Context: an optimization exercise on an open-source flow, tuned for small area. The choices shown serve that exercise and are no tape-out recipe.
Only simulation tests tie the RTL to the original design; equivalence was not proved.
Power and IR drop assume default switching activity.

==> flow/design.v (outline; a module is shown in full before it is edited, if it fits) <==
// module Font_Rom: 31 lines
// module Text_Display: 98 lines
// module Game_Piece_Display: 53 lines
// module Piece_Motion_Ctrl: 111 lines
// module Display_Top: 62 lines
module Display_Top (
    input  logic       iClk,
    input  logic       iRst,
    input  logic [9:0] iX_Pixel,
    input  logic [9:0] iY_Pixel,
    input  logic       iDE,
    input  logic [3:0] iCam_R,
    input  logic [3:0] iCam_G,
    input  logic [3:0] iCam_B,
    input  logic       iIs_Cam_Region,
    input  logic [11:0] iBg_RGB,
    input  logic [5:0] iP1_Pos,
    input  logic [5:0] iP2_Pos,
    input  logic [3:0] iMin10,
    input  logic [3:0] iMin1,
    input  logic [3:0] iSec10,
    input  logic [3:0] iSec1,
    input  logic [2:0] iGame_State,
    input  logic       iWait_P1,
    input  logic       iWait_P2,
    input  logic [1:0] score_p1,
    input  logic [1:0] score_p2,
    output logic [3:0] oFinal_R,
    output logic [3:0] oFinal_G,
    output logic [3:0] oFinal_B
);
  // ...
==> flow/flow/run.sh <==
#!/bin/bash
# Own layout flow: the standard layout (standard.sh) with
#  - an area-oriented ABC script in synthesis, and no full/half-adder cell extraction
#    (ADDER_MAP_FILE empty) so that ABC maps all the logic;
#  - the smallest buffer (buf_1) on each port.
# Each step's full output goes to a log file in this folder.
set -euo pipefail
W=$(pwd)
sed "s#@ABC_SCRIPT@#$W/flow/abc_area.script#" flow/abc_proc.tcl > own_synth.tcl
cat synth_recipe.tcl >> own_synth.tcl
bash standard.sh SYNTH_SCRIPT="$W/own_synth.tcl" ADDER_MAP_FILE= \
  "BUFFER_PORTS_ARGS=-buffer_cell sky130_fd_sc_hd__buf_1" finish > layout.log 2>&1
==> flow/flow/abc_area.script <==
strash
&get -n
&deepsyn -J 40
&put
dch
amap
topo
==> flow/flow/abc_proc.tcl <==
# Own flow: the standard synthesis (synth_recipe.tcl, appended below) with ORFS's
# delay-oriented ABC mapping replaced by an area-oriented one (deepsyn, then amap). Only the combinational
# logic between the registers is re-mapped; the registers are those of the standard synthesis.
proc abc {args} {
  set kept {}
  set skip 0
  foreach a $args {
    if {$skip} { set skip 0; continue }
    if {$a in {-script -constr -D}} { set skip 1; continue }
    lappend kept $a
  }
  yosys abc -script @ABC_SCRIPT@ {*}$kept
}
==> flow/standard.sh <==
#!/bin/bash
# synth_recipe.tcl (not shown) runs the flow's synth.tcl, then flattens the netlist and writes it again
# the make line also repeats each setting of config.mk as NAME=value (left out here)
make -C /OpenROAD-flow-scripts/flow DESIGN_CONFIG=/design/flow/config.mk WORK_HOME=/design/flow/orfs CLKGATE_MAP_FILE= SYNTH_SCRIPT=/design/flow/synth_recipe.tcl "${@:-finish}"
==> flow/config.mk <==
export PLATFORM = sky130hd
export DESIGN_NAME = Display_Top
export DESIGN_NICKNAME = Display_Top
export VERILOG_FILES = /design/flow/design.v
export SDC_FILE = /design/flow/constraint.sdc
export NUM_CORES = 4
export LEC_CHECK = 0
export CAP_MARGIN = 20
export CORE_MARGIN = 2
export CORE_UTILIZATION = 50
export CTS_BUF_LIST = sky130_fd_sc_hd__clkbuf_8
export PLACE_DENSITY = 0.65
export SLEW_MARGIN = 20
==> flow/constraint.sdc <==
create_clock -name core_clock -period 15.0 [get_ports {iClk}]
set_input_delay 3.0000 -clock core_clock [delete_from_list [all_inputs] [get_ports {iClk}]]
set_output_delay 3.0000 -clock core_clock [all_outputs]
set_load 0.01 [all_outputs]
==> impl_metrics.toml, run 1 <==
[clocking]
cts_htree_levels = 3
cts_sinks = 60
cts_setup_buffers = 0
ctsRootBufferMaster = "clkbuf_8"

[logic_synthesis]
synth_most_common_cell = "nor2_1"
synthAdderAreaFrac = 0
synth_mux_area_frac = 0
synth_area_per_cell_um2 = 5.69
synth.top_cell.area_share = 0.170
synth_nets = 1735
ys_ff_latch = 60

[finish]
multi_input_area_um2 = 7310
final_cell_area_um2 = 10400
layout_commonest_cell = "nor2_1"
nFillCells = 1911
fin_util = 0.562
seq_share = 0.115
clkCellAreaFrac = 0.0213

[grt]
grt_pass1_vias = 12693
track_usage = 0.419

[timing]
period_minus_slack_ps = 14270
whs_ps = 452
worst_slack_ps = 732
rsz0062_at_grt = "false"
finalSetupViolCount = 0
fmax_mhz = 70.1

[placed_design]
place_inst = 2001
gp_congestion = 1.09

[route]
highest_layer = "met4"
wl_per_cell_um = 21.5
ant_nets = 0
num_vias = 14141

[critical_path]
arrival_ps = 11270
critPathLaunch = "iX_Pixel[5]"
regToRegSetupSlack_ps = 8230

[floorplanning]
rows = 50
dieArea_um2 = 19900

[power]
pg_seq_w = 0.000171
top_power_group = "combinational logic"
powerComb_w = 0.000235
p_int_w = 0.000334

[job]
maxCapViolCount = 0

[status]
status = "finished clean"
==> run 2: changes to the inputs <==
--- a/flow/config.mk
+++ b/flow/config.mk
@@ -5,9 +5,10 @@
 export SDC_FILE = /design/flow/constraint.sdc
 export NUM_CORES = 4
 export LEC_CHECK = 0
-export CAP_MARGIN = 20
+export CAP_MARGIN = 5
 export CORE_MARGIN = 2
 export CORE_UTILIZATION = 50
 export CTS_BUF_LIST = sky130_fd_sc_hd__clkbuf_8
+export CTS_CLUSTER_SIZE = 30
 export PLACE_DENSITY = 0.65
-export SLEW_MARGIN = 20
+export SLEW_MARGIN = 5
==> impl_metrics.toml, run 2 <==
[status]
status = "finished clean"

[critical_path]
crit_family = "compound AO/OA/AOI/OAI gates"
slowest_stage = "or4_1"
cp-end-kind = "output pin"
path_depth = 34
path_max_fanout = 13
start_kind = "input pin"
reg2reg_depth = 22
arrival_ps = 11290
crit_buf_inv = 6
cp_data_required_time_ps = 12000
critical_path_class = "input pin to output pin"
max_stage_delay_ps = 500

[grt]
grt-ovfl-total = 0
track_usage = 0.419
grt_pass1_wl_um = 67200
antenna_found_initial = 1
grt_max_degree = 44
grt_pass1_vias = 12693

[logic_synthesis]
seq_area_frac_synth = 0.128
synthesis.yosys.warnings = 5
ys_ff_latch = 60
synth_most_common_cell = "nor2_1"
synth_nets = 1735
synth_area_per_cell_um2 = 5.69
yosysTopAreaCell = "nor2_1"
synth.top_cell.area_share = 0.170
syn_inst = 1650
synth_flop_cell = "dfxtp_1"
syn_area_um2 = 9390
synth_edf_count = 0
yosys-top-cells-area = "nor2_1, dfxtp_1, clkinv_1, o21ai_0, nand2_1"
synth_common_cells = "nor2_1, clkinv_1, o21ai_0"
synthArstFlopShare = 0
synth.distinct_cells = 60

[clocking]
cts_setup_buffers = 0
cts_resized = 0
numCtsBuffers = 9
clk_pin_slew_ps = 80
clk_path_buf_depth = 2
cts_sinks = 60
clk_latency_ps = 360
cts_hold_buf = 0
ctsRootBufferMaster = "clkbuf_8"
cts_htree_levels = 3
cts_tree = "done"

[power]
p_leak_nw = 3.49
irDropWorstVdd_v = 0.0000629
p_per_area_nw_per_um2 = 55.2

[route]
ant_nets = 0
drtPass1Iterations = 7
vias_per_cell = 6.99
num_vias = 14097
drc_errors = 0
drt_iter0_drc = 2106
wl_per_cell_um = 21.4
wl_um = 43200

[timing]
fin_worst_skew_ps = 11.1
maxSlewHeadroom = 0.104
fmax_mhz = 70.0
period_minus_slack_ps = 14290
rsz0062_at_grt = "false"
worst_pin_slew_ps = 1310
fin_crit_sh = 0.953
hold_violations = 0
slew_viol_final = 0
finalSetupViolCount = 0
fin_setup_tns_ps = 0

[finish]
multi_input_area_um2 = 7310
top_regs = "U_PIECE.U_P1_MOTION.curr_x (10), U_PIECE.U_P2_MOTION.curr_x (10)"
layout_common_cells = "nor2_1, clkinv_1, o21ai_0, nand2_1, a21oi_1"
layout_commonest_cell = "nor2_1"
nFillCells = 1912
fin_util = 0.562
regArea_um2 = 1200
final_cell_area_um2 = 10400
drive_above_1_share = 0.0224
syn2layout_area_growth_pct = 11.2
nets = 1863

[placed_design]
gp_congestion = 1.09
placed_area_um2 = 10200
port_buffers = 96
place_hpwl_um = 33600

[floorplanning]
dieArea_um2 = 19900
io-pin-count = 97
start_util = 0.505
chipWidth_um = 141
design.core.area_um2 = 18600
die_h_um = 141
rows = 50

[job]
maxCapViolCount = 0

[min_path]
hold_depth = 1
min_path_type = "flip-flop to flip-flop"
## run 2: cell counts after synthesis
Identical to the previous run, type by type.
## run 2: area by class of cell
cell class | count | share of cell area
inverter | 236 | 0.0849
sequential | 60 | 0.115
timing repair buffer | 117 | 0.0497
antenna | 1 | 0.000240
tap | 234 | 0.0281
clock inverter | 7 | 0.00947
multi-input combinational | 1354 | 0.701
clock buffer | 9 | 0.0119
## run 2: per-layer routing
layer,share of wire,vias to the layer above,track usage
li1,-,6391,-
met1,0.37,6322,0.506
met4,0.077,0,0.254
met3,0.11,284,0.0829
met5,0,-,0
met2,0.44,1100,0.690
## run 2: kinds of logic after synthesis
| kind of cell | after synthesis | synth area share |
|---|---|---|
| AOI/OAI and AO/OA | 610 | 0.441 |
| buffers and inverters | 236 | 0.0944 |
| DFF | 60 | 0.128 |
| and+or+nand+nor | 744 | 0.336 |
## run 2: path summary, 6_finish.rpt
kind	start	to	slack [ps]
worst min register to register	U_PIECE.speed_cnt[0]	U_PIECE.speed_cnt[0]	450
worst max register to register	U_PIECE.U_P2_MOTION.curr_pos[2]	U_PIECE.U_P2_MOTION.curr_y[8]	8240
worst min-delay path	U_PIECE.speed_cnt[0]	U_PIECE.speed_cnt[0]	450
worst max-delay path	iX_Pixel[5]	oFinal_B[2]	710
## run 2: worst reg2reg max path, delay by kind of cell (launching register included)
kind	cells	cell delay, ps
DFF	1	540
AOI/OAI and AO/OA	7	2170
buffers and inverters	4	1030
and+or+nand+nor	11	2880
## run 2: stage by stage
step | total power, W | hold WS [ps] | setup WS, ps | std cells
3_5_place_dp | 0.000396 | 446 | 974 | 2001
4_1_cts | 0.000565 | 456 | 956 | 2017
5_1_grt | 0.000604 | 476 | 23.9 | 2017
3_3_place_gp | 0.000394 | 440 | 1200 | 2001
2_1_floorplan | 0.000325 | 417 | 1660 | 1650
6_report | 0.000576 | 451 | 709 | 2018
## run 2: report_power, final
group | internal (W) | total (W) | leakage, nW | switching [W]
Clock | 0.0000943 | 0.000170 | 0.110 | 0.0000756
Combinational | 0.0000759 | 0.000235 | 2.90 | 0.000159
Sequential | 0.000164 | 0.000171 | 0.486 | 0.00000780
Total | 0.000334 | 0.000576 | 3.49 | 0.000242

-- what the ideal ports hide --
The results above use ideal ports. As a check the final layouts listed here were re-extracted and re-timed, cells and wires unchanged. Step 1 (the two cells are an assumption about what drives the block):
set clk [get_ports {iClk}]
set_driving_cell -lib_cell sky130_fd_sc_hd__clkbuf_16 $clk
set_driving_cell -lib_cell sky130_fd_sc_hd__buf_2 [delete_from_list [all_inputs] $clk]
Step 2, shift: input delay + t, output delay - t, t = (earliest + latest rising clock arrival at the registers) / 2. This alone moves slack from input paths to output paths. Slacks: ideal / step 1 / step 2; pairs: ideal / step 1.
run | t (ns) | slack for setup (ns) | hold WS [ns] | worst slew at a driven data input, ns
run 1 | 0.401 | 0.732 / 0.710 / 0.710 | 0.452 / 0.452 / 0.452 | 0.06
run 2 | 0.397 | 0.709 / 0.687 / 0.687 | 0.451 / 0.451 / 0.451 | 0.06
After both steps every run listed still meets setup and hold.
